This is an optimization exercise on Yosys and OpenROAD, whose aim is small area, a short achievable clock period and few clock cycles, not a production implementation. The RTL was checked by simulation tests, not by an equivalence proof against the original design.

// crack
module crack(input logic clk, input logic rst_n,
             input logic en, output logic rdy,
             input logic [23:0] key_start,
             output logic [23:0] key, output logic key_valid,
             output logic [7:0] ct_addr, input logic [7:0] ct_rddata);
For scale: about 2200 flip-flops, ~69 I/O pins.
export LEC_CHECK = 0
export CAP_MARGIN = 20
export CELL_PAD_IN_SITES_DETAIL_PLACEMENT = 1
export CELL_PAD_IN_SITES_GLOBAL_PLACEMENT = 1
export CORE_MARGIN = 2
export CORE_UTILIZATION = 30
export CTS_BUF_LIST = sky130_fd_sc_hd__clkbuf_4 sky130_fd_sc_hd__clkbuf_8
export CTS_CLUSTER_DIAMETER = 80
export CTS_CLUSTER_SIZE = 20
export PLACE_DENSITY = 0.36
export SLEW_MARGIN = 20
create_clock -name core_clock -period 10.0 [get_ports {clk}]
standard.sh (not shown) runs the stock make flow with config.mk's settings and CLKGATE_MAP_FILE= SYNTH_SCRIPT=/design/flow/synth_recipe.tcl, a recipe that flattens the netlist after the stock synthesis.
==> flow/flow/run.sh <==
#!/bin/bash
# Own flow: the standard layout with three changes:
#  - synthesis maps with Yosys's default ABC script (abc.tcl) instead of ORFS's;
#  - repair_timing aims for 6 ns of slack at the 10 ns clock (a 4 ns target);
#  - before global placement, place_array.tcl places the state array's flip-flops
#    in a grid (ORFS's PRE_GLOBAL_PLACE_SKIP_IO_TCL hook).
# Everything else is standard.sh's. make's output goes to flow_make.log, and each
# ORFS step keeps its own log under orfs/logs.
set -euo pipefail
W=$(pwd)
cat flow/abc.tcl synth_recipe.tcl > my_synth.tcl
sed -e "s|SYNTH_SCRIPT=[^ ]*|SYNTH_SCRIPT=$W/my_synth.tcl PRE_GLOBAL_PLACE_SKIP_IO_TCL=$W/flow/place_array.tcl SETUP_SLACK_MARGIN=6|" standard.sh > my_standard.sh
grep -q "SYNTH_SCRIPT=$W/my_synth.tcl" my_standard.sh
bash my_standard.sh > flow_make.log 2>&1
==> flow/flow/abc.tcl <==
# Technology mapping with Yosys's default ABC script (delay target 2.5 ns) instead of
# ORFS's: same arguments otherwise (liberty, don't-use cells, constraints).
proc abc {args} {
  set out [list]
  for {set i 0} {$i < [llength $args]} {incr i} {
    set a [lindex $args $i]
    if {$a eq "-script" || $a eq "-D"} { incr i; continue }
    lappend out $a
  }
  yosys abc {*}$out -D 2500
}
==> flow/flow/place_array.tcl <==
# Structured placement of the state array's flip-flops, run before global placement.
# The 256 words sit in a 16 x 16 grid of tiles: 16 blocks of 4 x 4, one per upper
# address nibble (the read ports' first level), in snake order, so that word p and
# word p+1 (which feeds it) are mostly neighbours; a word's 8 bits are stacked in the
# middle of its tile, one per row. The flip-flops are fixed (FIRM) so that global
# placement puts each bit's logic and the read trees around them.
set block [ord::get_db_block]
set core [$block getCoreArea]
set cx0 [$core xMin]; set cy0 [$core yMin]; set cx1 [$core xMax]; set cy1 [$core yMax]

# rows by y
set rowlist {}
foreach row [$block getRows] {
  set bb [$row getBBox]
  lappend rowlist [list [$bb yMin] [$bb xMin] [$bb xMax] [$row getOrient] [[$row getSite] getWidth] [[$row getSite] getHeight]]
}
set rowlist [lsort -integer -index 0 $rowlist]
set nrows [llength $rowlist]
set sitew [lindex [lindex $rowlist 0] 4]
set rowh [lindex [lindex $rowlist 0] 5]

# occupied sites of each row (tap cells and anything already placed)
array unset ::occ; array set ::occ {}
foreach inst [$block getInsts] {
  if {[lsearch {PLACED FIRM LOCKED COVER} [$inst getPlacementStatus]] < 0} { continue }
  set bb [$inst getBBox]
  set ri [expr {([$bb yMin] - [lindex [lindex $rowlist 0] 0]) / $rowh}]
  if {$ri < 0 || $ri >= $nrows} { continue }
  set rx0 [lindex [lindex $rowlist $ri] 1]
  for {set s [expr {([$bb xMin] - $rx0) / $sitew}]} {$s < ([$bb xMax] - $rx0 + $sitew - 1) / $sitew} {incr s} {
    set ::occ($ri,$s) 1
  }
}

proc free_span {ri s w} {
  # keep one free site on each side
  for {set k -1} {$k <= $w} {incr k} {
    if {[info exists ::occ($ri,[expr {$s + $k}])]} { return 0 }
  }
  return 1
}

set tw [expr {($cx1 - $cx0) / 16.0}]
set th [expr {($cy1 - $cy0) / 16.0}]
set rows_per_tile [expr {int($th / $rowh)}]
set placed 0
foreach inst [$block getInsts] {
  set name [$inst getName]
  if {![regexp {^s\.sw\\?\[([0-9]+)\\?\]\\?\[([0-9]+)\\?\]} $name -> p b]} { continue }
  # 16 blocks of 4 x 4 tiles, one block per upper address nibble; snake order
  # within a block and from block to block
  set h [expr {$p / 16}]; set l [expr {$p % 16}]
  set br [expr {$h / 4}]; set bc [expr {($br % 2 == 0) ? ($h % 4) : (3 - $h % 4)}]
  set lr [expr {$l / 4}]; set lc [expr {($lr % 2 == 0) ? ($l % 4) : (3 - $l % 4)}]
  set R [expr {4 * $br + $lr}]
  set C [expr {4 * $bc + $lc}]
  set w [expr {([[$inst getMaster] getWidth] + $sitew - 1) / $sitew}]
  # tile origin; bits in rows centred in the tile
  set r0 [expr {int(($cy0 + $R * $th - [lindex [lindex $rowlist 0] 0]) / $rowh) + ($rows_per_tile - 8) / 2}]
  set ri [expr {$r0 + $b}]
  if {$ri >= $nrows} { set ri [expr {$nrows - 1}] }
  set row [lindex $rowlist $ri]
  set rx0 [lindex $row 1]
  set target [expr {int(($cx0 + ($C + 0.5) * $tw - $rx0) / $sitew) - $w / 2}]
  set found -1
  for {set d 0} {$d < 200} {incr d} {
    foreach s [list [expr {$target + $d}] [expr {$target - $d}]] {
      if {$s >= 0 && ($rx0 + ($s + $w) * $sitew) <= [lindex $row 2] && [free_span $ri $s $w]} { set found $s; break }
    }
    if {$found >= 0} { break }
  }
  if {$found < 0} { continue }
  for {set k 0} {$k < $w} {incr k} { set ::occ($ri,[expr {$found + $k}]) 1 }
  $inst setOrient [lindex $row 3]
  $inst setLocation [expr {$rx0 + $found * $sitew}] [lindex $row 0]
  $inst setPlacementStatus FIRM
  incr placed
}
puts "place_array: fixed $placed state flip-flops in a 16x16 tile grid"
The baseline died in detailed placement.
Testbench counts at the start, summed over its fixed seeds: cycles 482,772.
Edit:
--- a/flow/flow/run.sh
+++ b/flow/flow/run.sh
@@ -2,2 +2,2 @@
-# Own flow: the standard layout with three changes:
-#  - synthesis maps with Yosys's default ABC script (abc.tcl) instead of ORFS's;
+# Own flow: the standard layout with four changes:
+#  - synthesis maps with Yosys's ABC mapping script less its buffering (abc.tcl);
@@ -6 +6,2 @@
-#    in a grid (ORFS's PRE_GLOBAL_PLACE_SKIP_IO_TCL hook).
+#    in a grid (ORFS's PRE_GLOBAL_PLACE_SKIP_IO_TCL hook);
+#  - global routing is offered less of met1 and met2 (fastroute.tcl).
@@ -12 +13 @@
-sed -e "s|SYNTH_SCRIPT=[^ ]*|SYNTH_SCRIPT=$W/my_synth.tcl PRE_GLOBAL_PLACE_SKIP_IO_TCL=$W/flow/place_array.tcl SETUP_SLACK_MARGIN=6|" standard.sh > my_standard.sh
+sed -e "s|SYNTH_SCRIPT=[^ ]*|SYNTH_SCRIPT=$W/my_synth.tcl PRE_GLOBAL_PLACE_SKIP_IO_TCL=$W/flow/place_array.tcl SETUP_SLACK_MARGIN=6 FASTROUTE_TCL=$W/flow/fastroute.tcl|" standard.sh > my_standard.sh
==> flow/flow/abc.tcl (replaced) <==
# Technology mapping with Yosys's ABC mapping script (delay target 2.5 ns) without its
# buffering and sizing steps (the resizer does those later) instead of ORFS's script;
# same arguments otherwise (liberty, don't-use cells, constraints).
proc abc {args} {
  set out [list]
  for {set i 0} {$i < [llength $args]} {incr i} {
    set a [lindex $args $i]
    if {$a eq "-script" || $a eq "-D"} { incr i; continue }
    lappend out $a
  }
  yosys abc -script "+strash;&get,-n;&fraig,-x;&put;scorr;dc2;dretime;strash;&get,-n;&dch,-f;&nf,{D};&put" {*}$out -D 2500
}
==> flow/flow/fastroute.tcl (new file) <==
# Global routing layers as the platform's fastroute.tcl sets them, but with less of
# met1 and met2 offered to the global router, so that more of the routing goes to
# met3 and met4 and the cell pins on met1 stay reachable for the detailed router.
set_global_routing_layer_adjustment $::env(MIN_ROUTING_LAYER)-$::env(MAX_ROUTING_LAYER) 0.2
set_global_routing_layer_adjustment met1 0.6
set_global_routing_layer_adjustment met2 0.4

set_routing_layers -clock $::env(MIN_CLK_ROUTING_LAYER)-$::env(MAX_ROUTING_LAYER)
set_routing_layers -signal $::env(MIN_ROUTING_LAYER)-$::env(MAX_ROUTING_LAYER)
--- a/flow/flow/place_array.tcl
+++ b/flow/flow/place_array.tcl
@@ -36,2 +36,2 @@
-  # keep one free site on each side
-  for {set k -1} {$k <= $w} {incr k} {
+  # keep two free sites on each side
+  for {set k -2} {$k <= $w + 1} {incr k} {
- CELL_PAD_IN_SITES_DETAIL_PLACEMENT: 1 -> default
- CORE_UTILIZATION: 30 -> 25
- CTS_BUF_LIST: sky130_fd_sc_hd__clkbuf_4 sky130_fd_sc_hd__clkbuf_8 -> default
- CTS_CLUSTER_DIAMETER: 80 -> default
- CTS_CLUSTER_SIZE: 20 -> default
- PLACE_DENSITY: 0.36 -> 0.31
What happened: The new run completed without violations. Synthesized area fell by 4.2%. Synthesized cell count falls by 10%.

separate check: timing with driven ports:
Ports are ideal in the flow. The routed layout listed here was re-timed in OpenROAD.
Step 1 (the two cells are an assumption about what drives the block):
set clk [get_ports {clk}]
set_driving_cell -lib_cell sky130_fd_sc_hd__clkbuf_16 $clk
set_driving_cell -lib_cell sky130_fd_sc_hd__buf_2 [delete_from_list [all_inputs] $clk]
Step 2 times the ports against the registers' clock, not the clock port: input delays grow and output delays shrink by t, the midpoint of the rising clock arrivals with the driver on.
a / b / c = ideal ports / drivers / drivers and shift; a / b = the first two.
run: the second run
shift t [ns]: 1.082
setup WS [ns]: 5.674 / 5.674 / 5.501
hold slack, ns: 0.456 / 0.456 / 0.456
latest minus earliest clock arrival (ns): 0.068 / 0.068
cell pins on the clock port's net: 1
After both steps the second run still meets setup and hold. The setup slack of the second run moves by 0.000 ns with the drivers and by -0.173 ns with both steps.
